This is an optimization exercise on Yosys and OpenROAD, whose aim is small area, a short achievable clock period and few clock cycles, not a production implementation.
The RTL was checked by simulation tests, not by an equivalence proof against the original design.
No activity file was given, so power comes from the tool's default toggle rates.

===== design/flow/design.v =====
package common_pkg;
    localparam logic [3:0] ST_F1  = 4'd0;    
    localparam logic [3:0] ST_F2  = 4'd1;    
    localparam logic [3:0] ST_F3  = 4'd2;    
    localparam logic [3:0] ST_R0  = 4'd3;    
    localparam logic [3:0] ST_XS  = 4'd4;    
    localparam logic [3:0] ST_MLS = 4'd5;    
    localparam logic [3:0] ST_MPP = 4'd6;    
    localparam logic [3:0] ST_CM  = 4'd7;    
    localparam logic [3:0] ST_WR0 = 4'd8;    
endpackage
module carry16 (
    input   logic   [15:0]  i_g,
    input   logic   [15:0]  i_p,
    input   logic           i_cin,
    output  logic   [16:0]  o_c          
);
    logic [15:0] g0, p0, g1, p1, g2, p2, g3, p3, g4, p4;
    assign g0 = {i_g[15:1], i_g[0] | (i_p[0] & i_cin)};
    assign p0 = i_p;
    always_comb begin
        for (int i = 0; i < 16; i++) begin
            if (i[0]) begin g1[i] = g0[i] | (p0[i] & g0[i-1]); p1[i] = p0[i] & p0[i-1]; end
            else      begin g1[i] = g0[i]; p1[i] = p0[i]; end
        end
        for (int i = 0; i < 16; i++) begin
            if (i[1]) begin g2[i] = g1[i] | (p1[i] & g1[{i[3:2], 2'b01}]); p2[i] = p1[i] & p1[{i[3:2], 2'b01}]; end
            else      begin g2[i] = g1[i]; p2[i] = p1[i]; end
        end
        for (int i = 0; i < 16; i++) begin
            if (i[2]) begin g3[i] = g2[i] | (p2[i] & g2[{i[3], 3'b011}]); p3[i] = p2[i] & p2[{i[3], 3'b011}]; end
            else      begin g3[i] = g2[i]; p3[i] = p2[i]; end
        end
        for (int i = 0; i < 16; i++) begin
            if (i[3]) begin g4[i] = g3[i] | (p3[i] & g3[7]); p4[i] = p3[i] & p3[7]; end
            else      begin g4[i] = g3[i]; p4[i] = p3[i]; end
        end
    end
    assign o_c = {g4, i_cin};
endmodule
module ALU (
    input   logic   [15:0]  i_a,
    input   logic   [15:0]  i_b,
    input   logic   [3:0]   i_t,         
    input   logic           i_bpos,      
    input   logic           i_bneg,      
    input   logic           i_cin,       
    input   logic           i_arith,     
    input   logic           i_subdec,    
    input   logic           i_logic,     
    input   logic           i_left,      
    input   logic           i_right,     
    input   logic           i_rol,       
    input   logic           i_msb,       
    input   logic           i_ror,       
    input   logic           i_zero,      
    output  logic   [15:0]  o_res,
    output  logic           o_c,
    output  logic           o_s,
    output  logic           o_z
);
    logic [15:0] bx, lu, g, sh, nsum, k;
    logic [16:0] c;
    always_comb begin
        for (int i = 0; i < 16; i++) begin
            bx[i] = i_b[i] ? i_bpos : i_bneg;
            lu[i] = i_t[{i_a[i], i_b[i]}];
        end
    end
    assign g = i_a & bx;
    assign k = i_a | bx;
    carry16 cy (.i_g(g), .i_p(k), .i_cin(i_cin), .o_c(c));
    assign sh   = ({16{i_left}}  & {i_a[14:0], i_rol & i_a[15]})
                | ({16{i_right}} & {(i_msb & i_a[15]) | (i_ror & i_a[0]), i_a[15:1]});
    assign nsum = lu | sh;
    assign o_res = (nsum & {16{~i_zero}}) ^ ({16{i_arith & ~i_zero}} & c[15:0]);
    logic zero16, z_arith;
    assign zero16  = (lu[0] == i_cin) && (lu[15:1] == k[14:0]);
    assign z_arith = ~zero16 | (k[15] ^ i_subdec);
    assign o_z = i_arith ? z_arith : (i_logic | (|nsum));
    assign o_c = i_logic | (i_arith & (c[16] ^ i_subdec));
    assign o_s = ~o_res[15];
endmodule
module regsel (
    input   logic   [3:0]   i_f,
    input   logic           i_mem_ok,
    output  logic   [14:0]  o_sel
);
    always_comb begin
        for (int i = 0; i < 15; i++) o_sel[i] = (i_f == i[3:0]);
        o_sel[11] = o_sel[11] & i_mem_ok;
    end
endmodule
module inc16 (
    input   logic   [15:0]  i_a,
    output  logic   [15:0]  o_s
);
    logic [16:0] c;
    assign c[0] = 1'b1;
    always_comb begin
        for (int i = 0; i < 16; i++) c[i+1] = c[i] & i_a[i];
    end
    assign o_s = i_a ^ c[15:0];
endmodule
module incdec16 (
    input   logic   [15:0]  i_a,
    input   logic           i_dec,
    output  logic   [15:0]  o_s
);
    logic [16:0] c;
    assign c[0] = 1'b1;
    always_comb begin
        for (int i = 0; i < 16; i++) c[i+1] = c[i] & (i_a[i] ^ i_dec);
    end
    assign o_s = i_a ^ c[15:0];
endmodule
module rport_p (
    input   logic   [14:0]  i_sel,
    input   logic   [15:0]  i_ir1,
    input   logic   [7:0]   i_ir2,
    input   logic   [15:0]  i_iv,
    input   logic   [15:0]  i_ir3,
    input   logic   [3:0]   i_flag,
    input   logic   [15:0]  i_a, i_b, i_c, i_d, i_e, i_f,
    input   logic   [15:0]  i_mem,
    input   logic   [15:0]  i_adr,
    input   logic   [15:0]  i_ip,
    input   logic   [15:0]  i_sp,
    output  logic   [15:0]  o_n0, o_n1, o_n2, o_n3
);
    assign o_n0 = ~(({16{i_sel[0]}}  & i_ir1)
                  | ({16{i_sel[1]}}  & {8'h00, i_ir2})
                  | ({16{i_sel[2]}}  & i_iv)
                  | ({16{i_sel[3]}}  & i_ir3));
    assign o_n1 = ~(({16{i_sel[4]}}  & {12'h000, i_flag})
                  | ({16{i_sel[5]}}  & i_a)
                  | ({16{i_sel[6]}}  & i_b)
                  | ({16{i_sel[7]}}  & i_c));
    assign o_n2 = ~(({16{i_sel[8]}}  & i_d)
                  | ({16{i_sel[9]}}  & i_e)
                  | ({16{i_sel[10]}} & i_f)
                  | ({16{i_sel[11]}} & i_mem));
    assign o_n3 = ~(({16{i_sel[12]}} & i_adr)
                  | ({16{i_sel[13]}} & i_ip)
                  | ({16{i_sel[14]}} & i_sp));
endmodule
module rport_f (
    input   logic   [15:0]  i_n0, i_n1, i_n2, i_n3,
    output  logic   [15:0]  o_data
);
    assign o_data = ~(i_n0 & i_n1 & i_n2 & i_n3);
endmodule
module owr (
    input   logic   i_wr, i_wrc,
    input   logic   i_c, i_z, i_s, i_inv,
    input   logic   i_fc, i_fz, i_fs,
    output  logic   o_wr
);
    assign o_wr = i_wr & (~i_wrc | (((i_c & i_fc) | (i_z & i_fz) | (i_s & i_fs)) ^ i_inv));
endmodule
import common_pkg::*;
module nlp16af(
    input   logic           i_clk,
    input   logic           i_rst_n,
    output  logic           o_wr,
    output  logic           o_rd,
    input   logic   [15:0]  i_bus,
    output  logic   [15:0]  o_bus,
    output  logic   [15:0]  o_address
);
    logic           rst;
    assign rst = ~i_rst_n;
    logic   [3:0]   state, nstate;
    logic           xq, nxq;             
    logic           nxt, nnxt;           
    logic           ejd;                 
    logic           cmx, ncmx;           
    logic   [3:0]   nfa, nfb;            
    logic   [14:0]  sel_a, sel_b;        
    logic   [14:0]  nsel_a, nsel_b;
    logic           rd_q, nrd;           
    logic           wr_q, nwr;           
    logic           wrc_q, nwrc;         
    logic   [2:0]   asel, nasel;         
    logic           s_f1, s_f2, s_f3, s_r0, s_xs, s_mls, s_mpp, s_cm, s_wr0;
    assign s_f1  = state == ST_F1;
    assign s_f2  = state == ST_F2;
    assign s_f3  = state == ST_F3;
    assign s_r0  = state == ST_R0;
    assign s_xs  = state == ST_XS;
    assign s_mls = state == ST_MLS;
    assign s_mpp = state == ST_MPP;
    assign s_cm  = state == ST_CM;
    assign s_wr0 = state == ST_WR0;
    logic   [15:0]  ir1;                 
    logic   [7:0]   ir2f;                
    logic   [7:0]   ir2;                 
    logic   [15:0]  ir3, iv, r_a, r_b, r_c, r_d, r_e, r_f, adr, ip, sp;
    logic           fc, fs, fz;          
    logic   [15:0]  mdr;                 
    logic   [3:0]   e_ra1;               
    logic           e_ld;                
    function automatic logic cond_ok(input logic [3:0] cf, input logic c, input logic s, input logic z);
        logic t;
        begin
            case (cf[3:1])
                3'd4:    t = c;
                3'd6:    t = z;
                3'd7:    t = s;
                default: t = 1'b0;
            endcase
            cond_ok = t ^ cf[0];
        end
    endfunction
    logic   [3:0]   opc, ra1;
    logic           is_ld, is_st, is_ldst, is_call, is_pop, is_push, is_alu, ra1_mem, ra1_ip, cnd;
    logic   [5:0]   aluop;
    assign opc     = ir1[15:12];
    assign ra1     = ir1[3:0];
    assign is_ld   = opc == 4'h8;
    assign is_st   = opc == 4'h9;
    assign is_ldst = is_ld | is_st;
    assign is_call = opc == 4'hB;
    assign is_pop  = opc == 4'hC;
    assign is_push = opc == 4'hD;
    assign is_alu  = ~(is_ldst | is_call | is_pop | is_push);
    assign ra1_mem = ra1 == 4'hB;
    assign ra1_ip  = ra1 == 4'hD;
    assign aluop   = (opc[3:2] == 2'b00) ? ir1[13:8] : {2'b00, ir1[11:8]};
    logic           cc_c, cc_z, cc_s, cc_inv;
    always_ff @(posedge i_clk) begin
        if (s_f1) begin
            cc_c   <= i_bus[7:5] == 3'd4;
            cc_z   <= i_bus[7:5] == 3'd6;
            cc_s   <= i_bus[7:5] == 3'd7;
            cc_inv <= i_bus[4];
        end
    end
    assign cnd     = ((cc_c & fc) | (cc_z & fz) | (cc_s & fs)) ^ cc_inv;
    logic           is_mov;
    always_comb begin
        case (aluop)
            6'h0A, 6'h09, 6'h1B, 6'h18, 6'h06, 6'h12, 6'h14, 6'h16,
            6'h20, 6'h24, 6'h22, 6'h30, 6'h34, 6'h32: is_mov = 1'b0;
            default:                                 is_mov = 1'b1;
        endcase
    end
    logic           ej;
    assign ej = s_f3 & cnd & is_alu & ra1_ip & is_mov & (ir2f[7:4] == 4'h3);
    logic           b_push, b_pop, b_skip;
    assign b_push = i_bus[15:12] == 4'hD;
    assign b_pop  = i_bus[15:12] == 4'hC;
    assign b_skip = ~xq & ~cond_ok(i_bus[7:4], fc, fs, fz);
    logic           im16_bus, memsrc_bus, memsrc_reg, eof, memsrc;
    logic   [3:0]   w2a, w2b;
    assign im16_bus   = i_bus[15:12] == 4'h3 || i_bus[11:8] == 4'h3;
    assign memsrc_bus = i_bus[15:12] == 4'hB || i_bus[11:8] == 4'hB;
    assign memsrc_reg = ir2f[7:4] == 4'hB || ir2f[3:0] == 4'hB;
    assign eof        = (s_f2 & ~im16_bus) | s_f3;    
    assign memsrc     = s_f2 ? memsrc_bus : memsrc_reg;
    assign w2a        = s_f2 ? i_bus[15:12] : ir2f[7:4];
    assign w2b        = s_f2 ? i_bus[11:8]  : ir2f[3:0];
    logic           x_ra1, x_adr, squash, st_xs;
    assign x_ra1  = xq & ~is_ldst & ~ra1_mem & ~ejd;   
    assign x_adr  = xq & is_ldst;                      
    assign squash = s_f1 & xq & ~is_ldst & ra1_ip & ~ejd;    
    assign st_xs  = is_st & (ra1 == 4'h0 || ra1_ip);   
    localparam logic [2:0] A_IP = 3'b001, A_ADR = 3'b010, A_SP = 3'b100, A_0 = 3'b000;
    always_comb begin
        nstate = ST_F1;
        nxq    = 1'b0;
        ncmx   = 1'b0;
        nnxt   = 1'b0;
        nfa    = ir2f[7:4];
        nfb    = ir2f[3:0];
        case (state)
            ST_F1:          nfa = (xq & is_ldst) ? ra1 : i_bus[3:0];
            ST_F2, ST_F3: begin
                nfa = is_call ? ra1 : w2a;
                nfb = (is_call & is_mov & ~ra1_mem) ? w2a : w2b;
            end
            ST_XS:          nfa = is_ldst ? ra1 : 4'h0;
            ST_MLS:         nfa = ra1;
            default: ;
        endcase
        case (state)
            ST_F1: begin
                if (xq & ~is_ldst & ra1_ip & ~ejd) begin
                    nstate = ST_F1;
                end else if (xq & is_ldst) begin
                    nstate = ST_MLS; nnxt = 1'b1;
                end else if ((b_push | b_pop) & b_skip) begin
                    nstate = ST_F1;
                end else if (b_push | b_pop) begin
                    nstate = ST_MPP;
                end else begin
                    nstate = ST_F2;
                end
            end
            ST_F2, ST_F3: begin
                if (s_f2 & im16_bus)              nstate = ST_F3;
                else if (!cnd)                    nstate = ST_F1;
                else if (is_call) begin
                    nstate = ST_CM;
                    if (is_mov & ~ra1_mem & (w2a != 4'hB)) begin
                        ncmx = 1'b1; nxq = 1'b1;
                    end
                end
                else if (memsrc & ~(is_alu & ra1_mem)) nstate = ST_R0;
                else begin
                    nstate = (st_xs | (is_alu & ra1_mem)) ? ST_XS : ST_F1;
                    nxq = 1'b1;
                end
            end
            ST_R0: begin
                nstate = st_xs ? ST_XS : ST_F1;
                nxq = 1'b1;
            end
            ST_CM: begin
                if (cmx)                          nstate = ST_F1;
                else if (memsrc_reg & ~ra1_mem)   nstate = ST_R0;
                else begin
                    nstate = ra1_mem ? ST_XS : ST_F1;
                    nxq = 1'b1;
                end
            end
            ST_XS:                                nstate = is_ldst ? ST_MLS : ST_WR0;
            ST_MLS: begin
                if (nxt & (is_push | is_pop) & cnd) nstate = ST_MPP;
                else                              nstate = (nxt & ~(is_push | is_pop)) ? ST_F2 : ST_F1;
            end
            default:                              nstate = ST_F1;
        endcase
        nrd  = 1'b0;
        nwr  = 1'b0;
        nwrc = 1'b0;
        case (nstate)
            ST_F1, ST_F2, ST_F3, ST_R0: nrd = 1'b1;
            ST_WR0, ST_CM:              nwr = 1'b1;
            ST_MLS: begin                
                nrd = is_ld & ~ra1_mem;
                nwr = ~(is_ld & ~ra1_mem);
            end
            ST_MPP: begin
                nwrc = 1'b1;
                if (s_f1) begin          
                    nrd = b_pop & (i_bus[3:0] != 4'hB);
                    nwr = b_push | (i_bus[3:0] == 4'hB);
                end else begin           
                    nrd = is_pop & ~ra1_mem;
                    nwr = is_push | ra1_mem;
                end
            end
            default: ;
        endcase
        case (nstate)
            ST_F1, ST_F2, ST_F3:    nasel = A_IP;
            ST_MLS:                 nasel = A_ADR;
            ST_MPP, ST_CM:          nasel = A_SP;
            default:                nasel = A_0;
        endcase
    end
    always_ff @(posedge i_clk) begin
        if (rst) begin
            state <= ST_F1;
            xq    <= 1'b0;
            rd_q  <= 1'b1;
            wr_q  <= 1'b0;
            wrc_q <= 1'b0;
            asel  <= A_IP;
        end else begin
            state <= nstate;
            xq    <= nxq;
            rd_q  <= nrd;
            wr_q  <= nwr;
            wrc_q <= nwrc;
            asel  <= nasel;
        end
    end
    always_ff @(posedge i_clk) begin
        nxt   <= nnxt;
        ejd   <= ej;
        cmx   <= ncmx;
        sel_a <= nsel_a;
        sel_b <= nsel_b;
    end
    logic   [15:0]  a, b;
    regsel rsa (.i_f(nfa), .i_mem_ok(s_r0), .o_sel(nsel_a));
    regsel rsb (.i_f(nfb), .i_mem_ok(s_r0), .o_sel(nsel_b));
    logic   [15:0]  pa0, pa1, pa2, pa3, a_bus;
    rport_p rpa (.i_sel(sel_a), .i_ir1(ir1), .i_ir2(ir2), .i_iv(iv), .i_ir3(ir3), .i_flag({fc, fs, 1'b0, fz}),
                .i_a(r_a), .i_b(r_b), .i_c(r_c), .i_d(r_d), .i_e(r_e), .i_f(r_f),
                .i_mem(mdr), .i_adr(adr), .i_ip(ip), .i_sp(sp), .o_n0(pa0), .o_n1(pa1), .o_n2(pa2), .o_n3(pa3));
    rport_f rfa (.i_n0(pa0), .i_n1(pa1), .i_n2(pa2), .i_n3(pa3), .o_data(a));
    rport_f rfo (.i_n0(pa0), .i_n1(pa1), .i_n2(pa2), .i_n3(pa3), .o_data(a_bus));
    logic   [15:0]  pb0, pb1, pb2, pb3;
    rport_p rpb (.i_sel(sel_b), .i_ir1(ir1), .i_ir2(ir2), .i_iv(iv), .i_ir3(ir3), .i_flag({fc, fs, 1'b0, fz}),
                .i_a(r_a), .i_b(r_b), .i_c(r_c), .i_d(r_d), .i_e(r_e), .i_f(r_f),
                .i_mem(mdr), .i_adr(adr), .i_ip(ip), .i_sp(sp), .o_n0(pb0), .o_n1(pb1), .o_n2(pb2), .o_n3(pb3));
    rport_f rfb (.i_n0(pb0), .i_n1(pb1), .i_n2(pb2), .i_n3(pb3), .o_data(b));
    logic   [3:0]   t, nt;
    logic           bpos, bneg, cin, arith, subdec, lgc, left, right, rol, sar, ror;
    logic           nbpos, nbneg, ncin, narith, nsubdec, nlgc, nleft, nright, nrol, nsar, nror;
    always_comb begin
        nt = 4'b0000; nbpos = 0; nbneg = 0; ncin = 0; narith = 0; nsubdec = 0; nlgc = 0;
        nleft = 0; nright = 0; nrol = 0; nsar = 0; nror = 0;
        if (nxq) begin
            case (aluop)
                6'h0A: begin nt = 4'b0110; nbpos = 1; narith = 1; end                                
                6'h09: begin nt = 4'b1001; nbneg = 1; ncin = 1; narith = 1; nsubdec = 1; end         
                6'h1B: begin nt = 4'b1100; ncin = 1; narith = 1; end                                 
                6'h18: begin nt = 4'b0011; nbpos = 1; nbneg = 1; narith = 1; nsubdec = 1; end        
                6'h06: begin nt = 4'b1000; nlgc = 1; end                                             
                6'h12: begin nt = 4'b1110; nlgc = 1; end                                             
                6'h14: begin nt = 4'b0011; nlgc = 1; end                                             
                6'h16: begin nt = 4'b0110; nlgc = 1; end                                             
                6'h20, 6'h24: nleft = 1;                                                             
                6'h22: begin nleft = 1; nrol = 1; end                                                
                6'h30: nright = 1;                                                                   
                6'h34: begin nright = 1; nsar = 1; end                                               
                6'h32: begin nright = 1; nror = 1; end                                               
                default: nt = ncmx ? 4'b1010 : 4'b1100;                                              
            endcase
        end
    end
    always_ff @(posedge i_clk) begin
        {t, bpos, bneg, cin, arith, subdec, lgc, left, right, rol, sar, ror} <=
            {nt, nbpos, nbneg, ncin, narith, nsubdec, nlgc, nleft, nright, nrol, nsar, nror};
    end
    logic   [15:0]  res;
    logic           c_o, s_o, z_o;
    ALU alu (
        .i_a(a), .i_b(b), .i_t(t), .i_bpos(bpos), .i_bneg(bneg), .i_cin(cin), .i_arith(arith),
        .i_subdec(subdec), .i_logic(lgc), .i_left(left), .i_right(right), .i_rol(rol),
        .i_msb(sar), .i_ror(ror), .i_zero(rst),
        .o_res(res), .o_c(c_o), .o_s(s_o), .o_z(z_o)
    );
    logic   ld_mls, pop_ok;
    assign ld_mls = s_mls & e_ld & (e_ra1 != 4'hB);
    assign pop_ok = s_mpp & is_pop & cnd;
    assign o_rd   = rd_q;
    owr owr_u (.i_wr(wr_q), .i_wrc(wrc_q), .i_c(cc_c), .i_z(cc_z), .i_s(cc_s), .i_inv(cc_inv),
               .i_fc(fc), .i_fz(fz), .i_fs(fs), .o_wr(o_wr));
    assign o_bus  = a_bus;
    assign o_address = ({16{asel[0]}} & ip) | ({16{asel[1]}} & adr) | ({16{asel[2]}} & sp);
    logic           ldsel, bsel;
    logic   [15:0]  wd;
    assign ldsel = ld_mls | (pop_ok & ~ra1_mem);
    assign bsel  = (ldsel | s_f2 | s_f3) & ~rst;
    assign wd    = res | (i_bus & {16{bsel}});       
    logic   [3:0]   wdest;
    logic           wen;
    assign wdest = x_adr ? 4'hC : (s_mls ? e_ra1 : ra1);
    assign wen   = x_ra1 | x_adr | ldsel;
    logic   [15:0]  we;
    always_comb begin
        we = 16'h0000;
        if (wen) we[wdest] = 1'b1;
    end
    logic           flag_we, sp_dec, sp_inc, ir1_res;
    assign flag_we = xq & ~is_ldst;
    assign ir1_res = s_xs & ~is_ldst;                  
    assign sp_dec  = (s_f1 & b_push & ~(b_skip) & ~squash & ~(xq & is_ldst)) | (s_mls & nxt & is_push & cnd)
                   | (eof & cnd & is_call);
    assign sp_inc  = s_mpp & ((is_pop & cnd) | (is_push & ~cnd));
    logic   [15:0]  ip_inc, sp_pm;
    inc16    ipi (.i_a(ip), .o_s(ip_inc));
    incdec16 spi (.i_a(sp), .i_dec(~s_mpp), .o_s(sp_pm));    
    always_ff @(posedge i_clk) begin
        mdr <= i_bus;
        if (s_f1 | ir1_res)                     ir1  <= s_f1 ? i_bus : res;
        if (s_f2)                               ir2f <= i_bus[15:8];
        if (rst | we[1] | s_f2)                 ir2  <= wd[7:0];
        if (rst | we[2])                        iv   <= wd;
        if (rst | we[3] | s_f3)                 ir3  <= wd;
        if (rst | we[5])                        r_a  <= wd;
        if (rst | we[6])                        r_b  <= wd;
        if (rst | we[7])                        r_c  <= wd;
        if (rst | we[8])                        r_d  <= wd;
        if (rst | we[9])                        r_e  <= wd;
        if (rst | we[10])                       r_f  <= wd;
        if (rst | we[12])                       adr  <= wd;
        if (rst | we[13] | s_f1 | s_f2 | s_f3)  ip   <= (rst | we[13] | ej) ? wd : ip_inc;
        if (rst | sp_dec | sp_inc)              sp   <= rst ? 16'hEFFF : sp_pm;
        if (rst | flag_we)                      {fc, fs, fz} <= rst ? 3'b000 : {c_o, s_o, z_o};
        if (x_adr)                              {e_ra1, e_ld} <= {ra1, is_ld};
    end
endmodule

===== design/flow/flow/run.sh =====
#!/bin/bash
# Layout flow: the standard flow, with a faster buffer on each port and timing repair
# aiming at a 4.5 ns period.
set -o pipefail
export BUFFER_PORTS_ARGS="-buffer_cell sky130_fd_sc_hd__buf_4"
export SETUP_SLACK_MARGIN=7.5
bash standard.sh > standard.log 2>&1

===== design/flow/standard.sh =====
#!/bin/bash
# synth_recipe.tcl (not shown) runs the flow's synth.tcl, then flattens the netlist and writes it again
# the make line also repeats each setting of config.mk as NAME=value (left out here)
make -C /OpenROAD-flow-scripts/flow DESIGN_CONFIG=/design/flow/config.mk WORK_HOME=/design/flow/orfs CLKGATE_MAP_FILE= SYNTH_SCRIPT=/design/flow/synth_recipe.tcl "${@:-finish}"

===== design/flow/config.mk =====
export PLATFORM = sky130hd
export DESIGN_NAME = nlp16af
export DESIGN_NICKNAME = nlp16af
export VERILOG_FILES = /design/flow/design.v
export SDC_FILE = /design/flow/constraint.sdc
export NUM_CORES = 8
export LEC_CHECK = 0
export CAP_MARGIN = 40
export CORE_MARGIN = 2
export CORE_UTILIZATION = 40
export CTS_CLUSTER_DIAMETER = 150
export CTS_CLUSTER_SIZE = 25
export SLEW_MARGIN = 40
export SYNTH_HIERARCHICAL = 1

===== design/flow/constraint.sdc =====
create_clock -name core_clock -period 12.0 [get_ports {i_clk}]
set_input_delay 2.4000 -clock core_clock [delete_from_list [all_inputs] [get_ports {i_clk}]]
set_output_delay 2.4000 -clock core_clock [all_outputs]
set_load 0.01 [all_outputs]

==> impl.org, run 1 <==
** Run status
- The flow ran to the end and the layout has no timing, DRC or antenna violations.

** Setup path
- Critical path class :: reg -> out
- Element type at the critical path end :: primary output
- Beginning of the critical path :: asel[1]
- Startpoint type of the worst setup path :: register
- Worst setup slack for register-to-register paths :: 7.60 ns
- Measured in cells, the most critical reg-to-reg path has a length of 16.
- Crit path arrival time :: 2.14 ns
- STA puts the critical path data required time at 9.60 ns.
- Start of the worst register-to-register path :: ir1[1]
- Critical register-to-register path endpoint :: ip[13]
- Of all nets on the critical path, the largest fanout is 16.

** STA
- The worst path needs 4.540 ns of the cycle, external delays included.
- Setup violations remaining at the end of the flow were counted as 0.
- The count of pins over their slew limit came to 0.
- On the final layout, the worst clock skew is 0.02945 ns.
- Static timing analysis puts the maximum clock frequency at 0.2203 GHz.
- Dividing the final minimum period by the clock period gives 0.3783.
- Setup TNS :: 0 ns
- Worst-case headroom to the max-slew limit :: 0.3942
- RSZ-0062 raised after global routing :: true
- Pin slew with the least headroom to its limit :: 0.9075 ns
- The number of hold-slack violations in the final timing report came to 0.

** Clock network
- Clock tree synthesis inserted a total of 15 buffers.
- CTS saw 294 sinks.
- The longest clock path from root to sink contains 3 buffers.
- Clock-pin slew was measured on the worst setup and hold paths at 0.11 ns.
- The later pin in the worst-skew pair is clocked with a latency of 0.54 ns.
- TritonCTS clock tree :: yes
- Maximum level of the CTS H-tree :: 1
- The root buffer cell chosen for the clock tree is sky130_fd_sc_hd__clkbuf_16.
- Post-cts hold buffer count :: 0

** Synthesis
- Biggest area contributors in the synthesized netlist :: sky130_fd_sc_hd__edfxtp_1, sky130_fd_sc_hd__dfxtp_1, sky130_fd_sc_hd__a222oi_1, sky130_fd_sc_hd__nand2_1, sky130_fd_sc_hd__a22o_1
- Number of instances in the synthesized netlist :: 1417
- The number of different library cells used by synthesis comes to 96.
- In the synthesized netlist the dominant register cell turns out to be sky130_fd_sc_hd__edfxtp_1.
- Register area share after synthesis :: 0.4973
- In this run, synthesis inferred 220 flip-flops with an integrated enable.
- After synthesis the netlist holds a flip-flop and latch count of 294.
- Count leader, synth :: sky130_fd_sc_hd__edfxtp_1
- During synthesis, Yosys emitted a total of 12 warnings.
- Summing every instance area after synthesis gives 0.01626 sq mm.
- Dividing the synthesized area by the synthesized cell count gives 11.48 sq um.
- Top cell type's share of synthesized area :: 0.4062
- Share of synthesized registers carrying an async set or reset :: 0
- After synthesis, the most frequently instantiated cells are sky130_fd_sc_hd__edfxtp_1, sky130_fd_sc_hd__nand2_1, sky130_fd_sc_hd__a222oi_1, sky130_fd_sc_hd__nor2_1, sky130_fd_sc_hd__dfxtp_1.
- Library cell occupying the most area in the post-synthesis netlist :: sky130_fd_sc_hd__edfxtp_1

** Global routing
- Congestion Overflow GR :: 0
- The first global-routing pass estimated 86.49 mm of wire.
- Global router's overall resource usage :: 0.2853
- The via count of the first global-routing pass was 12.60k.
- The initial antenna violation count is 0.
- Pin count of the biggest net entering global routing :: 39

** Hold path
- Counting instances, the worst hold path has a depth of 2.
- For hold timing, the worst endpoint is fc.
- Origin of the worst min-delay path :: lgc
- Worst hold-check path type :: reg -> reg

** Power
- Worst ir drop on vdd :: 0.0001321 V
- Total leakage power :: 6.666 nW
- For this design the ratio of total power to cell area is 249.6 mW/mm^2.

** Floorplanning
- The die is 205.6 um wide.
- Row generation in the floorplan step produced 73 rows.
- Die Outline Area :: 0.04229 sq mm
- Number of top-level pins :: 52
- Initial Utilization :: 0.4074
- Chip height :: 205.6 um
- After floorplanning, the core was sized to cover 0.03991 sq mm.

** Cells and area
- The number of antenna diodes in the final layout is 0.
- Share of cells above drive strength 1 :: 0.1770
- The layout has 3723 filler cells.
- Layout Area Growth over Synthesis :: 8.347%
- Post-layout net count :: 1475
- Fin cells :: 1971

** Run
- # Max-Cap Violations :: 0

** Routing
- After detailed routing, the average wire length per cell comes to 31.19 um.
- The count of nets left with antenna violations once routing finished came out at 0.
- Detailed router's first-iteration violation count :: 2584
- For this run, the detailed router's first-pass iteration total came to 13.
- Vias per std cell :: 6.909
- Post-detailed-route DRC marker count :: 0
- Number of vias after detailed routing :: 13.62k
- Total Routed Length :: 61.48 mm

** Placed design
- Last weighted congestion value of the routability-driven placer :: 0.9665
- HPWL after detailed placement :: 39.89 mm
- Input/output buffers :: 51
- Number of cells in the design after placement :: 1925
modules after synthesis, one instance, submodules excluded, a selection:
| module | copies in the design | flops+latches | cells |
|---|---|---|---|
| incdec16 | 1 | 0 | 61 |
| owr | 1 | 0 | 3 |
| ALU | 1 | 0 | 206 |
| rport_p | 2 | 0 | 113 |
| regsel | 2 | 0 | 22 |
| rport_f | 3 | 0 | 16 |
area by class of cell:
cell class	instances	area, sq um	area share
clock inverters	2	17.52	0.0009941
clock buffers	24	409.1	0.02322
multi-input cells	976	7471	0.4240
well taps	525	656.9	0.03728
inverters	57	226.5	0.01285
repair buffers	93	701.9	0.03984
flip-flops and latches	294	8138	0.4618
where the power goes:
group          switching (W)  leakage [nW]  total [W]  internal [W]
Sequential          0.000383          2.86    0.00177       0.00139
Clock               0.000339         0.204   0.000580      0.000241
Combinational        0.00127          3.60    0.00204      0.000774
placed cells by master, fill, tap and decap left out, types with 19 or more instances in the layout:
| cell type | n |
|---|---|
| sky130_fd_sc_hd__inv_1 | 54 |
| sky130_fd_sc_hd__dfxtp_2 | 19 |
| sky130_fd_sc_hd__buf_4 | 92 |
| sky130_fd_sc_hd__edfxtp_1 | 220 |
| sky130_fd_sc_hd__nor3_1 | 20 |
| sky130_fd_sc_hd__a221oi_1 | 38 |
| sky130_fd_sc_hd__nand4_1 | 57 |
| sky130_fd_sc_hd__a21oi_1 | 30 |
| sky130_fd_sc_hd__mux2i_1 | 19 |
| sky130_fd_sc_hd__o21ai_0 | 23 |
| sky130_fd_sc_hd__a21o_1 | 27 |
| sky130_fd_sc_hd__nand2b_1 | 35 |
| sky130_fd_sc_hd__nor2_1 | 85 |
| sky130_fd_sc_hd__a221oi_2 | 31 |
| sky130_fd_sc_hd__dfxtp_1 | 48 |
| sky130_fd_sc_hd__a22o_1 | 51 |
| sky130_fd_sc_hd__xnor2_1 | 35 |
| sky130_fd_sc_hd__nand3_1 | 23 |
| sky130_fd_sc_hd__nand2_1 | 139 |
| sky130_fd_sc_hd__ha_1 | 20 |
| sky130_fd_sc_hd__a222oi_1 | 93 |
critical path, stage by stage, from the launching register on:
cell	delay [ns]
sky130_fd_sc_hd__dfxtp_2	0.54
sky130_fd_sc_hd__a222oi_1	0.82
sky130_fd_sc_hd__inv_1	0.10
sky130_fd_sc_hd__buf_4	0.17
metrics by stage:
stage | util | total power, W | cell area [sq um] | hold WS (ns) | worst slack [ns]
2_1_floorplan | - | 0.002883 | 16270 | 0.5658 | 7.711
3_3_place_gp | 0.4244 | 0.003672 | 16940 | 0.7174 | 7.476
3_5_place_dp | 0.4253 | 0.003698 | 16980 | 0.7020 | 7.436
4_1_cts | 0.4383 | 0.004295 | 17490 | 0.7199 | 7.475
5_1_grt | 0.4415 | 0.004569 | 17620 | 0.7238 | 7.426
6_report | 0.4415 | 0.004399 | 17620 | 0.7315 | 7.460
routing by layer:
| metal | track usage | routed length [um] | up-vias |
|---|---|---|---|
| li1 | - | - | 5711 |
| met1 | 0.3714 | 22500 | 6617 |
| met2 | 0.4414 | 26660 | 1071 |
| met3 | 0.07254 | 8549 | 219 |
| met4 | 0.1382 | 3778 | 0 |
| met5 | 0.008333 | 0 | - |
cells by family (layout without fill, tap and decap cells):
group | Yosys count | after routing | share of synthesized area
AO/OA/AOI/OAI | 374 | 374 | 0.2030
XOR/XNOR | 46 | 46 | 0.02523
adder cells (fa/ha/maj) | 20 | 20 | 0.01539
buffers and inverters | 148 | 176 | 0.04801
flip-flops | 294 | 294 | 0.4973
multiplexers | 58 | 58 | 0.05270
other | 1 | 2 | 0.0002306
AND/OR/NAND/NOR | 476 | 476 | 0.1582
worst max-delay path by stage:
stage	endpoint	slack (ns)	cells past startpoint
after CTS	o_wr	7.48	5
after floorplan	ip[0]	7.71	9
after global placement	sp[10]	7.48	6
final	o_address[9]	7.46	3
after global routing	ip[15]	7.43	16
after detailed placement	sp[10]	7.44	6
sequential cells by signal (all words and copies together) (netlist names), 16 cells and up:
name / flops
adr: 16
ip: 16
ir1: 16
ir3: 16
iv: 16
mdr: 16
r_a: 16
r_b: 16
r_c: 16
r_d: 16
r_e: 16
r_f: 16
sp: 16
timing repair:
action	in CTS	in global routing
buffers inserted	10	10
pin swaps	1	15
resized for setup	5	12
endpoints found under the setup margin	7	16
Testbench counts, summed over its fixed seeds: cycles 83,608.
==> run 2, diff against run 1 <==
--- a/design/flow/config.mk
+++ b/design/flow/config.mk
@@ -10,3 +10,3 @@
 export CORE_UTILIZATION = 40
-export CTS_CLUSTER_DIAMETER = 150
+export CTS_CLUSTER_DIAMETER = 60
 export CTS_CLUSTER_SIZE = 25
==> impl.org, run 2 <==
** Cells and area
- The number of nets in the layout is 1496 (was 1475).
- Final instance area :: 0.01822 sq mm (was 0.01762 sq mm)
- Commonest cells after routing, fill and taps aside :: sky130_fd_sc_hd__edfxtp_1, sky130_fd_sc_hd__nand2_1, sky130_fd_sc_hd__buf_4, sky130_fd_sc_hd__a222oi_1, sky130_fd_sc_hd__nor2_1 (was sky130_fd_sc_hd__edfxtp_1, sky130_fd_sc_hd__nand2_1, sky130_fd_sc_hd__a222oi_1, sky130_fd_sc_hd__buf_4, sky130_fd_sc_hd__nor2_1)
- The fill cell instance count of the final layout came to 3664 (was 3723).
- Antenna Diode Count :: 0 (unchanged)
- The most common cell after layout, fill and taps aside is sky130_fd_sc_hd__edfxtp_1 (unchanged).
- Share of cells above drive strength 1 :: 0.2008 (was 0.1770)
- Layout Area Growth over Synthesis :: 12.04% (was 8.347%)

** Global routing
- Global router's overall resource usage :: 0.2857 (was 0.2853)
- Wire length of the first global-routing pass :: 86.74 mm (was 86.49 mm)
- The total overflow reported by the global router is 0 (unchanged).
- Via count of the first global-routing pass :: 12.70k (was 12.60k)
- The initial antenna violation count is 0 (unchanged).
- The maximum number of pins on one net before global-route repair is 39 (unchanged).

** Synthesis
- The number of distinct library cells after synthesis was 96 (unchanged).
- The biggest area consumer among synthesized cells is sky130_fd_sc_hd__edfxtp_1 (unchanged).
- The library cell with the highest instance count after synthesis is sky130_fd_sc_hd__edfxtp_1 (unchanged).
- Share of synthesized cell area in full adder, half adder and majority cells :: 0.01539 (unchanged)
- The flip-flop and latch count after synthesis is 294 (unchanged).
- Cell area after synthesis :: 0.01626 sq mm (unchanged)
- The post-synthesis cell count came to 1417 (unchanged).
- The dominant combinational cell family by area after synthesis is compound AO/OA/AOI/OAI gates (unchanged).
- The mean instance size in the synthesized netlist came to 11.48 sq um (unchanged).
- Most numerous cell types in the synthesized netlist: sky130_fd_sc_hd__edfxtp_1, sky130_fd_sc_hd__nand2_1, sky130_fd_sc_hd__a222oi_1, sky130_fd_sc_hd__nor2_1, sky130_fd_sc_hd__dfxtp_1 (unchanged).
- Biggest area contributors in the synthesized netlist :: sky130_fd_sc_hd__edfxtp_1, sky130_fd_sc_hd__dfxtp_1, sky130_fd_sc_hd__a222oi_1, sky130_fd_sc_hd__nand2_1, sky130_fd_sc_hd__a22o_1 (unchanged)
- Share of cell area taken by muxes after synthesis :: 0.05270 (unchanged)
- The register area share after synthesis came to 0.4973 (unchanged).
- The number of warnings issued by yosys came to 12 (unchanged).
- Fraction of the mapped netlist area in compound gates :: 0.2030 (unchanged)
- The share of the synthesized netlist area taken by xor and xnor gates came to 0.02523 (unchanged).
- The share of Yosys cell area claimed by the top area cell type was 0.4062 (unchanged).
- Share of synthesized registers carrying an async set or reset :: 0 (unchanged)
- The number of synthesized flops with an enable pin is 220 (unchanged).
- The simple logic cell fraction of the synthesized area is 0.1582 (unchanged).
- The dominant synthesized flop cell is sky130_fd_sc_hd__edfxtp_1 (unchanged).

** Routing
- Detailed route wirelength on metal2 :: 26.83 mm (was 26.66 mm)
- Top sig layer :: met5 (was met4)
- Routed metal-1 wirelength :: 22.96 mm (was 22.50 mm)
- The via density per instance was 6.836 (was 6.909).
- DR WL met3 :: 8.156 mm (was 8.549 mm)
- The number of iterations in the first detailed-routing pass was 10 (was 13).
- WL/cell :: 30.70 um (was 31.19 um)
- Total Routed Length :: 61.52 mm (was 61.48 mm)
- The initial detailed-routing violation count came to 2663 (was 2584).
- The number of nets still failing antenna checks after routing came to 0 (unchanged).
- Number of vias after detailed routing :: 13.70k (was 13.62k)
- Post-detailed-route DRC marker count :: 0 (unchanged)

** Placed design
- Last weighted congestion value of the routability-driven placer :: 0.9665 (unchanged)
- The count of input and output buffers was 51 (unchanged).
- The cell area after placement is 0.01698 sq mm (unchanged).
- The half-perimeter wire length after placement was 39.89 mm (unchanged).

** STA
- The total of endpoints with negative setup slack in the final report was 0 (unchanged).
- Final worst-path cycle share :: 0.3773 (was 0.3783)
- WHS :: 0.7110 ns (was 0.7315 ns)
- The post-layout minimum cycle time is 4.528 ns (was 4.540 ns).
- The number of hold-slack violations in the final timing report is 0 (unchanged).
- Clock skew after layout :: 0.01319 ns (was 0.02945 ns)
- Final slew viol count :: 0 (unchanged)
- The worst max-slew margin expressed relative to the limit is 0.3817 (was 0.3942).
- RSZ-0062 raised after global routing: true (unchanged).
- The maximum clock frequency was 0.2208 GHz (was 0.2203 GHz).
- Setup TNS :: 0 ns (unchanged)
- The slew at the pin closest to its max-slew limit came to 0.9262 ns (was 0.9075 ns).

** Power
- The cell-internal power is 0.002650 W (was 0.002407 W).
- The switching fraction of total power was 0.4424 (was 0.4529).
- Worst ir drop on vdd :: 0.0001316 V (was 0.0001321 V)
- The total power draw is 0.004753 W (was 0.004399 W).
- Sequential power share :: 0.372 (was 0.403)
- The cell area power density came to 260.8 mW/mm^2 (was 249.6 mW/mm^2).
- The total leakage power came to 6.965 nW (was 6.666 nW).
- Clock power share :: 0.189 (was 0.132)
- Proportion of power drawn by combinational gates :: 0.439 (was 0.465)
- Reported net switching power :: 0.002102 W (was 0.001992 W)

** Clock network
- Buffer levels on the longest clock path :: 3 (unchanged)
- Maximum level of the CTS H-tree :: 1 (unchanged)
- Root Buffer Master :: sky130_fd_sc_hd__clkbuf_16 (unchanged)
- The CTS buffer count came to 27 (was 15).
- Clock latency reported for the late side of the worst-skew pair :: 0.57 ns (was 0.54 ns)
- TritonCTS clock tree :: yes (unchanged)
- TritonCTS sink count :: 294 (unchanged)
- Reg clk slew, reported paths :: 0.08 ns (was 0.11 ns)

** Run
- # Max-Cap Violations :: 0 (unchanged)

** Setup path
- The top fanout value on the critical path was 16 (unchanged).
- The capturing element type of the critical path is a primary output (unchanged).
- The launching element type of the critical path is a register (unchanged).
- Critical path class :: reg -> out (unchanged)
- Crit path arrival time :: 2.13 ns (was 2.14 ns)
- The critical path data required time was 9.60 ns (about the same).

** Floorplanning
- The core footprint came to 0.03991 sq mm (unchanged).
- X dimension of the die :: 205.6 um (unchanged)
- The die outline height is 205.6 um (unchanged).
- Die Outline Area :: 0.04229 sq mm (unchanged)
- Number of standard-cell rows in the floorplan :: 73 (unchanged)
- Number of top-level pins :: 52 (unchanged)
- The effective utilization at floorplan is 0.4074 (unchanged).

** Run status
- Run status: timing/DRC/antenna clean (unchanged).

** Hold path
- The classification of the worst-slack hold path is reg -> reg (unchanged).
## run 2: power by group through the flow
stage	Clock [W]	Sequential, W	Combinational, W
after floorplan	0	0.00153	0.00135
after global placement	0	0.00179	0.00189
after detailed placement	0	0.00180	0.00190
after CTS	0.000906	0.00174	0.00198
after global routing	0.000949	0.00177	0.00222
final	0.000900	0.00177	0.00209
## run 2: layout make-up
class / instances / area, sq um / area share
clock buffers: 28 / 679.4 / 0.03729
well taps: 525 / 656.9 / 0.03605
clock inverters: 22 / 247.7 / 0.01360
repair buffers: 102 / 798.3 / 0.04381
inverters: 57 / 226.5 / 0.01243
flip-flops and latches: 294 / 8143 / 0.4469
multi-input cells: 976 / 7470 / 0.4099
## run 2: metrics by stage
stage,instances,setup WS (ns),utilization
after detailed placement,1925,7.436,0.4253
after CTS,1986,7.327,0.4511
after global placement,1925,7.476,0.4244
after global routing,2004,7.463,0.4565
after floorplan,1418,7.711,-
final,2004,7.472,0.4565
## run 2: per-module statistics from Yosys (local to each module, per instance)
module	flops+latches	cells inside	copies in the design	area [sq um]
carry16	0	54	1	309.0
rport_p	0	113	2	1087
regsel	0	22	2	113.9
nlp16af	294	759	1	11070
owr	0	3	1	26.28
inc16	0	16	1	187.7
incdec16	0	61	1	455.4
ALU	0	206	1	1508
rport_f	0	16	3	100.1
## run 2: repair_timing
action	4_1_cts	5_1_grt
setup buffers	11	18
gates resized for setup	6	17
setup endpoints to repair	12	19
hold buffers	0	0
pin swaps	4	22
## run 2: critical path, stage by stage (launching register included)
cell	delay, ns
sky130_fd_sc_hd__dfxtp_2	0.53
sky130_fd_sc_hd__a222oi_1	0.46
sky130_fd_sc_hd__nand4_1	0.31
sky130_fd_sc_hd__buf_4	0.24
## run 2: metal layers
metal,vias up,global-route usage
met5,-,0.009524
met4,2,0.1459
met3,204,0.07412
met2,1021,0.4382
met1,6690,0.3714
li1,5782,-
## run 2: worst paths after layout
kind / to / start / slack, ns / cells past startpoint
setup / recovery: o_bus[3] / sel_a[14] / 7.47 / 3
hold / removal: e_ra1[3] / ir1[3] / 0.71 / 1
setup reg to reg: ip[15] / ip[0] / 7.68 / 16
hold reg to reg: e_ra1[3] / ir1[3] / 0.71 / 1
## run 2: logic make-up (layout without fill, tap and decap cells)
logic type | Yosys count | after routing
flip-flops | 294 | 294
buffers and inverters | 148 | 209
multiplexers | 58 | 58
adder cells (fa/ha/maj) | 20 | 20
AO/OA/AOI/OAI | 374 | 374
XOR/XNOR | 46 | 46
AND/OR/NAND/NOR | 476 | 476
other | 1 | 2
==> run 3, diff against run 2 <==
==> design/flow/flow/run.sh (replaced) <==
#!/bin/bash
# Layout flow: the standard flow, with a faster buffer on each port and timing repair
# aiming at a 4.3 ns period.
set -o pipefail
export BUFFER_PORTS_ARGS="-buffer_cell sky130_fd_sc_hd__buf_4"
export SETUP_SLACK_MARGIN=7.7
bash standard.sh > standard.log 2>&1
--- a/design/flow/config.mk
+++ b/design/flow/config.mk
@@ -10,3 +10,3 @@
 export CORE_UTILIZATION = 40
-export CTS_CLUSTER_DIAMETER = 60
+export CTS_CLUSTER_DIAMETER = 150
 export CTS_CLUSTER_SIZE = 25
@@ -14 +14,2 @@
 export SYNTH_HIERARCHICAL = 1
+export TNS_END_PERCENT = 0
==> impl.org, run 3 <==
** Placed design
- The final weighted congestion in routability-driven placement was 0.9665 (unchanged).
- Input/output buffers :: 51 (unchanged)
- The half-perimeter wire length after placement was 39.89 mm (unchanged).

** Routing
- Total Routed Length :: 61.60 mm (was 61.52 mm)
- Post-detailed-route DRC marker count :: 0 (unchanged)
- Number of vias after detailed routing :: 13.68k (was 13.70k)
- Detailed router's first-iteration violation count :: 2762 (was 2663)
- The via density per instance was 6.915 (was 6.836).
- The number of iterations in the first detailed-routing pass came to 12 (was 10).
- The average wire length per cell after detail routing was 31.14 um (was 30.70 um).
- Remaining antenna violation count after routing :: 0 (unchanged)
- Routed metal-1 wirelength :: 22.56 mm (was 22.96 mm)
- Detailed route wirelength on metal2 :: 27.13 mm (was 26.83 mm)
- The highest layer used for signal routing is met4 (was met5).
- DR WL met3 :: 8.449 mm (was 8.156 mm)

** Setup path
- The critical path data required time came to 9.60 ns (about the same).
- The arrival time reported for the critical path endpoint came to 2.11 ns (was 2.13 ns).
- Start of the worst register-to-register path :: ip[0] (unchanged)
- Critical-path cell with the highest stage delay :: sky130_fd_sc_hd__dfxtp_2 (unchanged)
- The launching element type of the critical path was a register (unchanged).
- The start point of the critical path is sel_a[13] (was sel_a[14]).
- The top fanout value on the critical path was 16 (unchanged).
- List of cells traversed by the critical path :: a222oi_1, nand4_1, buf_4 (unchanged)
- Critical path class :: reg -> out (unchanged)
- The capturing element type of the critical path is a primary output (unchanged).
- The critical path's largest stage delay came to 0.52 ns (was 0.53 ns).

** Floorplanning
- Number of top-level pins :: 52 (unchanged)
- Die Outline Area :: 0.04229 sq mm (unchanged)
- The effective utilization at floorplan was 0.4074 (unchanged).
- The die extent in x was 205.6 um (unchanged).
- The core footprint came to 0.03991 sq mm (unchanged).
- The die outline height is 205.6 um (unchanged).
- Number of standard-cell rows in the floorplan :: 73 (unchanged)

** Synthesis
- Distinct cell type count after synthesis :: 96 (unchanged)
- Biggest area contributors in the synthesized netlist: sky130_fd_sc_hd__edfxtp_1, sky130_fd_sc_hd__dfxtp_1, sky130_fd_sc_hd__a222oi_1, sky130_fd_sc_hd__nand2_1, sky130_fd_sc_hd__a22o_1 (unchanged).
- Most numerous cell types in the synthesized netlist: sky130_fd_sc_hd__edfxtp_1, sky130_fd_sc_hd__nand2_1, sky130_fd_sc_hd__a222oi_1, sky130_fd_sc_hd__nor2_1, sky130_fd_sc_hd__dfxtp_1 (unchanged).
- Count of flip-flops with a built-in enable after synthesis :: 220 (unchanged)
- Count leader, synth :: sky130_fd_sc_hd__edfxtp_1 (unchanged)
- Total of flip-flops plus latches after synthesis :: 294 (unchanged)
- Yosys warnings :: 12 (unchanged)
- Library cell occupying the most area in the post-synthesis netlist :: sky130_fd_sc_hd__edfxtp_1 (unchanged)
- The share of Yosys cell area claimed by the top area cell type is 0.4062 (unchanged).
- The mean instance size in the synthesized netlist is 11.48 sq um (unchanged).
- Cell area after synthesis :: 0.01626 sq mm (unchanged)
- The share of flip-flops with an asynchronous set or reset came to 0 (unchanged).
- Most frequently used flop master after synthesis :: sky130_fd_sc_hd__edfxtp_1 (unchanged)
- Register area share after synthesis :: 0.4973 (unchanged)
- The post-synthesis cell count is 1417 (unchanged).

** Power
- Sequential power share :: 0.400 (was 0.372)
- The total power draw was 0.004414 W (was 0.004753 W).
- The cell-internal power is 0.002418 W (was 0.002650 W).
- Share of total power consumed by net switching :: 0.4521 (was 0.4424)
- Power density relative to cell area :: 249.8 mW/mm^2 (was 260.8 mW/mm^2)
- The combinational share of power was 0.469 (was 0.439).
- The total leakage power came to 6.699 nW (was 6.965 nW).
- The maximum vdd ir drop was 0.0001310 V (was 0.0001316 V).
- The power spent charging and discharging nets came to 0.001995 W (was 0.002102 W).
- Clock power share :: 0.131 (was 0.189)

** Global routing
- Antenna violations before repair :: 0 (unchanged)
- Wire length of the first global-routing pass :: 86.50 mm (was 86.74 mm)
- Global router's overall resource usage :: 0.2853 (was 0.2857)
- Pin count of the biggest net entering global routing :: 39 (unchanged)
- Via count of the first global-routing pass :: 12.60k (was 12.70k)
- Congestion Overflow GR :: 0 (unchanged)

** Clock network
- TritonCTS sink count :: 294 (unchanged)
- Reg clk slew, reported paths :: 0.10 ns (was 0.08 ns)
- Maximum level of the CTS H-tree :: 1 (unchanged)
- The quantity of hold-fixing buffers added after cts was 0 (unchanged).
- The clock tree from TritonCTS was yes (unchanged).
- The CTS buffer count came to 15 (was 27).
- The clock insertion delay at the later pin of the skew report was 0.53 ns (was 0.57 ns).
- Root Buffer Master :: sky130_fd_sc_hd__clkbuf_16 (unchanged)
- Buffer levels on the longest clock path :: 3 (unchanged)

** STA
- The setup total negative slack is 0 ns (unchanged).
- Shortest period the worst path allows :: 4.509 ns (was 4.528 ns)
- Clock skew after layout :: 0.02955 ns (was 0.01319 ns)
- The worst max-slew margin expressed relative to the limit came to 0.4000 (was 0.3817).
- The total of endpoints with negative setup slack in the final report came to 0 (unchanged).
- Pin slew with the least headroom to its limit :: 0.8988 ns (was 0.9262 ns)
- The count of pins over their slew limit came to 0 (unchanged).
- RSZ-0062 raised after global routing: true (unchanged).
- The number of hold-slack violations in the final timing report is 0 (unchanged).
- Max Clk Rate :: 0.2218 GHz (was 0.2208 GHz)
- The post-route clock period utilization was 0.3757 (was 0.3773).

** Run
- # Max-Cap Violations :: 0 (unchanged)

** Cells and area
- The fill cell instance count of the final layout was 3727 (was 3664).
- The share of final-layout standard cells stronger than drive strength 1 is 0.1798 (was 0.2008).
- The synthesis-to-layout area growth was 8.624% (was 12.04%).
- Post-layout net count :: 1481 (was 1496)
- Commonest cells after routing, fill and taps aside :: sky130_fd_sc_hd__edfxtp_1, sky130_fd_sc_hd__nand2_1, sky130_fd_sc_hd__buf_4, sky130_fd_sc_hd__a222oi_1, sky130_fd_sc_hd__nor2_1 (unchanged)
- The most common cell after layout, fill and taps aside is sky130_fd_sc_hd__edfxtp_1 (unchanged).
- Multi-input gate area :: 0.007467 sq mm (was 0.007470 sq mm)
- Area taken by flip-flops and latches :: 0.008135 sq mm (was 0.008143 sq mm)

** Hold path
- The start point of the worst min-delay path is ir1[3] (unchanged).
- Worst hold-check path type :: reg -> reg (unchanged)

** Run status
- Run status :: timing/DRC/antenna clean (unchanged)
[run 3: changes by cell type in the layout (fill, tap and decap cells not counted), sizes merged]
cell	previous run	this run
buf	102	99
bufinv	1	0
clkbuf	28	24
clkinv	9	2
clkinvlp	1	0
diode	0	1
inv	68	57
[run 3: modules after synthesis (local to each module, per instance)]
module	copies in the design	flops+latches	cell area, sq um	cells
rport_p	2	0	1087	113
carry16	1	0	309.0	54
inc16	1	0	187.7	16
ALU	1	0	1508	206
owr	1	0	26.28	3
incdec16	1	0	455.4	61
rport_f	3	0	100.1	16
regsel	2	0	113.9	22
nlp16af	1	294	11070	759
[run 3: stage by stage]
stage                     utilization  setup WS (ns)  cells  hold WS (ns)  cell area (sq um)
final                          0.4426          7.491   1978        0.7267              17670
after global routing           0.4425          7.489   1977        0.7238              17660
after CTS                      0.4385          7.499   1962        0.7199              17500
after detailed placement       0.4253          7.436   1925        0.7020              16980
after global placement         0.4244          7.476   1925        0.7174              16940
after floorplan                     -          7.711   1418        0.5658              16270
[run 3: worst max-delay path, delay by kind of cell (launching register included)]
| kind | cells | cell delay, ns |
|---|---|---|
| simple gates | 1 | 0.31 |
| flops | 1 | 0.52 |
| buf+inv | 1 | 0.24 |
| compound gates | 1 | 0.51 |
[run 3: routing by layer]
metal  GRT usage  vias to the layer above
met5    0.008333                        -
met3     0.07301                      195
met4      0.1429                        0
met2      0.4389                     1095
met1      0.3714                     6647
li1            -                     5740
[run 3: final timing paths]
kind	endpoint	slack, ns	cells after the start
worst min register to register	e_ra1[3]	0.73	1
worst min-delay path	e_ra1[3]	0.73	1
worst max register to register	ip[15]	7.62	16
worst max-delay path	o_bus[3]	7.49	3
[run 3: area by class of cell]
type / count / area share
clock buffers: 24 / 0.02316
well taps: 525 / 0.03718
multi-input cells: 976 / 0.4227
clock inverters: 2 / 0.0009916
flip-flops and latches: 294 / 0.4605
diodes: 1 / 0.0001417
repair buffers: 99 / 0.04250
inverters: 57 / 0.01282
[run 3: repair_timing]
action / 4_1_cts / 5_1_grt
setup buffers: 11 / 15
gates resized for setup: 4 / 12
pin swaps: 1 / 15
setup endpoints to repair: 23 / 57
[run 3: power by group through the flow]
stage | Sequential [W] | Combinational (W) | Clock, W
5_1_grt | 0.00177 | 0.00220 | 0.000617
3_5_place_dp | 0.00180 | 0.00190 | 0
4_1_cts | 0.00174 | 0.00198 | 0.000582
6_report | 0.00176 | 0.00207 | 0.000578
2_1_floorplan | 0.00153 | 0.00135 | 0
3_3_place_gp | 0.00179 | 0.00189 | 0
[run 3: cells by family after synthesis]
kind of cell,after synthesis,synth area share
AOI/OAI and AO/OA,374,0.2030
xor gates and xnor gates,46,0.02523
adders and majority gates,20,0.01539
buffers and inverters,148,0.04801
DFF,294,0.4973
muxes,58,0.05270
other,1,0.0002306
and+or+nand+nor,476,0.1582
==> run 4, diff against run 3 <==
==> design/flow/flow/run.sh (replaced) <==
#!/bin/bash
# Layout flow: the standard flow, with a faster buffer on each port and timing repair
# aiming at a 4.4 ns period, without gate cloning.
set -o pipefail
export BUFFER_PORTS_ARGS="-buffer_cell sky130_fd_sc_hd__buf_4"
export SETUP_SLACK_MARGIN=7.6
export SKIP_GATE_CLONING=1
bash standard.sh > standard.log 2>&1
--- a/design/flow/config.mk
+++ b/design/flow/config.mk
@@ -14,2 +14 @@
 export SYNTH_HIERARCHICAL = 1
-export TNS_END_PERCENT = 0
==> impl.org, run 4 <==
** Clock network
- Root Buffer Master :: sky130_fd_sc_hd__clkbuf_16 (unchanged)
- TritonCTS sink count :: 294 (unchanged)
- The buffer depth of the longest clock path was 3 (unchanged).
- The clock insertion delay at the later pin of the skew report was 0.53 ns (about the same).
- Reg clk slew, reported paths :: 0.11 ns (was 0.10 ns)
- TritonCTS clock tree :: yes (unchanged)
- Post-cts hold buffer count :: 0 (unchanged)
- Maximum level of the CTS H-tree :: 1 (unchanged)
- Number of clock buffers inserted by TritonCTS :: 15 (unchanged)

** STA
- RSZ-0062 raised after global routing :: true (unchanged)
- The total of endpoints with negative setup slack in the final report is 0 (unchanged).
- The maximum clock frequency was 0.2236 GHz (was 0.2218 GHz).
- Setup TNS :: 0 ns (unchanged)
- The post-layout minimum cycle time was 4.472 ns (was 4.509 ns).
- Final slew viol count :: 0 (unchanged)
- The worst max-slew margin expressed relative to the limit is 0.3913 (was 0.4000).
- Final Hold Vio Count :: 0 (unchanged)
- The slew at the pin closest to its max-slew limit was 0.9118 ns (was 0.8988 ns).
- Worst setup slack after layout :: 7.528 ns (was 7.491 ns)
- The post-route clock period utilization came to 0.3727 (was 0.3757).
- The maximum clock skew at final layout was 0.02622 ns (was 0.02955 ns).

** Floorplanning
- The standard-cell row count was 73 (unchanged).
- The die outline height is 205.6 um (unchanged).
- The die extent in x came to 205.6 um (unchanged).
- Initial Utilization :: 0.4074 (unchanged)
- The floorplan die area was 0.04229 sq mm (unchanged).
- Number of top-level pins :: 52 (unchanged)
- Core Box Area :: 0.03991 sq mm (unchanged)

** Synthesis
- The number of synthesized flops with an enable pin is 220 (unchanged).
- The number of distinct library cells after synthesis was 96 (unchanged).
- Count leader, synth :: sky130_fd_sc_hd__edfxtp_1 (unchanged)
- Share of the synthesized netlist area taken by xor and xnor gates :: 0.02523 (unchanged)
- Biggest area contributors in the synthesized netlist: sky130_fd_sc_hd__edfxtp_1, sky130_fd_sc_hd__dfxtp_1, sky130_fd_sc_hd__a222oi_1, sky130_fd_sc_hd__nand2_1, sky130_fd_sc_hd__a22o_1 (unchanged).
- Combinational family with the most area after synthesis :: compound AO/OA/AOI/OAI gates (unchanged)
- The share of synthesized area spent on multiplexers came to 0.05270 (unchanged).
- Yosys warnings :: 12 (unchanged)
- The post-synthesis cell count is 1417 (unchanged).
- Post-Synth Simple-Gate Area :: 0.1582 (unchanged)
- The fraction of the mapped netlist area in compound gates was 0.2030 (unchanged).
- The share of flip-flops with an asynchronous set or reset was 0 (unchanged).
- Mean area per synthesized cell :: 11.48 sq um (unchanged)
- Most frequently used flop master after synthesis :: sky130_fd_sc_hd__edfxtp_1 (unchanged)
- The adder and majority gate portion of the synthesized area came to 0.01539 (unchanged).
- Cell area after synthesis :: 0.01626 sq mm (unchanged)
- The share of Yosys cell area claimed by the top area cell type was 0.4062 (unchanged).
- The register area share after synthesis was 0.4973 (unchanged).
- The flip-flop and latch count after synthesis was 294 (unchanged).
- Library cell occupying the most area in the post-synthesis netlist :: sky130_fd_sc_hd__edfxtp_1 (unchanged)
- Most numerous cell types in the synthesized netlist :: sky130_fd_sc_hd__edfxtp_1, sky130_fd_sc_hd__nand2_1, sky130_fd_sc_hd__a222oi_1, sky130_fd_sc_hd__nor2_1, sky130_fd_sc_hd__dfxtp_1 (unchanged)

** Cells and area
- The number of nets in the layout was 1512 (was 1481).
- The synthesis-to-layout area growth was 10.96% (was 8.624%).
- The fill cell instance count of the final layout is 3695 (was 3727).
- Commonest cells after routing, fill and taps aside :: sky130_fd_sc_hd__edfxtp_1, sky130_fd_sc_hd__nand2_1, sky130_fd_sc_hd__buf_4, sky130_fd_sc_hd__a222oi_1, sky130_fd_sc_hd__nor2_1 (unchanged)
- Final instance area :: 0.01804 sq mm (was 0.01767 sq mm)
- The most common cell after layout, fill and taps aside is sky130_fd_sc_hd__edfxtp_1 (unchanged).
- The share of final-layout standard cells stronger than drive strength 1 was 0.2009 (was 0.1798).

** Placed design
- Pre-CTS WS :: 7.436 ns (unchanged)
- The count of input and output buffers is 51 (unchanged).
- The final weighted congestion in routability-driven placement was 0.9665 (unchanged).
- The half-perimeter wire length after placement is 39.89 mm (unchanged).
- The cell area after placement is 0.01698 sq mm (unchanged).

** Setup path
- The top fanout value on the critical path was 2 (was 16).
- Element type at the critical path end :: primary output (unchanged)
- The arrival time reported for the critical path endpoint came to 2.07 ns (was 2.11 ns).
- The critical path data required time is 9.60 ns (about the same).
- Critical path class :: reg -> out (unchanged)
- The launching element type of the critical path is a register (unchanged).

** Routing
- The number of vias in the routed layout is 13.65k (was 13.68k).
- The final routed wirelength across all metal layers is 62.13 mm (was 61.60 mm).
- Vias per std cell :: 6.795 (was 6.915)
- WL/cell :: 30.93 um (was 31.14 um)
- The number of nets still failing antenna checks after routing was 0 (unchanged).
- Detailed router's first-iteration violation count :: 2641 (was 2762)
- The number of iterations in the first detailed-routing pass is 14 (was 12).
- The residual DRC count is 0 (unchanged).

** Global routing
- Antenna violations before repair :: 1 (was 0)
- Congestion Overflow GR :: 0 (unchanged)
- The total global-route track usage is 0.2871 (was 0.2853).
- The via count of the first global-routing pass was 12.65k (was 12.60k).
- The wire length of the first global-routing pass was 86.93 mm (was 86.50 mm).
- Pin count of the biggest net entering global routing :: 39 (unchanged)

** Power
- The maximum vdd ir drop was 0.0001271 V (was 0.0001310 V).
- Total leakage power :: 6.875 nW (was 6.699 nW)
- The cell area power density came to 249.6 mW/mm^2 (was 249.8 mW/mm^2).

** Hold path
- The classification of the worst-slack hold path was reg -> reg (unchanged).

** Run status
- Run status: timing/DRC/antenna clean (unchanged).

** Run
- # Max-Cap Violations :: 0 (unchanged)
## run 4: kinds of logic (layout without fill, tap and decap cells)
group / after synthesis / count (layout)
buffers and inverters: 148 / 213
XOR/XNOR: 46 / 46
other: 1 / 3
adder cells (fa/ha/maj): 20 / 20
AO/OA/AOI/OAI: 374 / 374
multiplexers: 58 / 58
flip-flops: 294 / 294
AND/OR/NAND/NOR: 476 / 476
## run 4: path summary, 6_finish.rpt
path,from,endpoint,slack (ns),cells past startpoint
max,fc,o_bus[3],7.53,5
max reg2reg,ip[0],ip[15],7.61,16
min reg2reg,ir1[3],e_ra1[3],0.73,1
min,ir1[3],e_ra1[3],0.73,1
## run 4: area by class of cell
type | instances | area [sq um] | area share
flip-flops and latches | 294 | 8150 | 0.4517
multi-input cells | 976 | 7518 | 0.4167
repair buffers | 130 | 1064 | 0.05894
well taps | 525 | 656.9 | 0.03640
clock buffers | 24 | 409.1 | 0.02267
inverters | 57 | 226.5 | 0.01255
clock inverters | 2 | 17.52 | 0.0009707
diodes | 1 | 2.502 | 0.0001387
## run 4: stage by stage
| step | std cells | util | hold WS [ns] | power [W] |
|---|---|---|---|---|
| floorplan | 1418 | - | 0.5658 | 0.002883 |
| global placement | 1925 | 0.4244 | 0.7174 | 0.003672 |
| detailed placement | 1925 | 0.4253 | 0.7020 | 0.003698 |
| CTS | 1980 | 0.4442 | 0.7200 | 0.004353 |
| global route | 2008 | 0.4520 | 0.7228 | 0.004674 |
| finish | 2009 | 0.4521 | 0.7254 | 0.004505 |
## run 4: critical path, cell delays in order, from the launching register on
cell and delay (ns):
sky130_fd_sc_hd__edfxtp_1 0.43, sky130_fd_sc_hd__buf_6 0.16, sky130_fd_sc_hd__a22o_1 0.21, sky130_fd_sc_hd__a221oi_2 0.22, sky130_fd_sc_hd__nand4_1 0.28, sky130_fd_sc_hd__buf_4 0.24
## run 4: repair_timing
item,CTS,global route
pin swaps,7,24
resized for setup,17,18
setup buffers,29,28
gates cloned,0,0
setup endpoints to repair,17,42
## run 4: report_power, final
part	internal (W)	leakage [nW]	total (W)	switching [W]
clock	0.000241	0.204	0.000581	0.000340
sequential	0.00139	2.86	0.00174	0.000351
combinational	0.000848	3.81	0.00218	0.00133
total	0.00248	6.87	0.00450	0.00202
## run 4: per-module statistics from Yosys, one instance, submodules excluded
module | flip-flops and latches | times used
carry16 | 0 | 1
rport_p | 0 | 2
inc16 | 0 | 1
rport_f | 0 | 3
nlp16af | 294 | 1
ALU | 0 | 1
regsel | 0 | 2
owr | 0 | 1
incdec16 | 0 | 1
## run 4: per-layer routing
layer | global-route usage | vias up | part of all wire
li1 | - | 5799 | -
met2 | 0.4413 | 1056 | 0.43
met1 | 0.3727 | 6587 | 0.37
met3 | 0.07412 | 210 | 0.14
met5 | 0 | - | 0
met4 | 0.1483 | 0 | 0.063

==> afterwards: timing with drivers on the ports <==
The results above use ideal ports. As a check the final layouts listed here were re-extracted and re-timed, cells and wires unchanged. Step 1 sets driving cells, clkbuf_16 on the clock port and buf_2 on the other inputs (assumed; they add their load-dependent delay and slew). Step 2 moves the port delays by t, midway between the first and last clock arrival at a register: inputs arrive t later, outputs are due t later. That takes back most of the time a late clock gives input paths. Three values: no drivers, after step 1, after step 2; two values: the first two.
run	t, ns	slack for setup (ns)	worst setup path at the end	clock arrival spread, ns	worst data-port slew with drivers (ns)
run 1	0.579	7.460 / 7.402 / 7.602	register to register	0.030 / 0.030	0.03
run 2	0.615	7.472 / 7.418 / 7.594	input to register	0.013 / 0.014	0.04
run 3	0.574	7.491 / 7.435 / 7.594	input to register	0.030 / 0.030	0.04
run 4	0.574	7.528 / 7.474 / 7.605	input to register	0.026 / 0.026	0.04
After both steps every run listed still meets setup and hold.
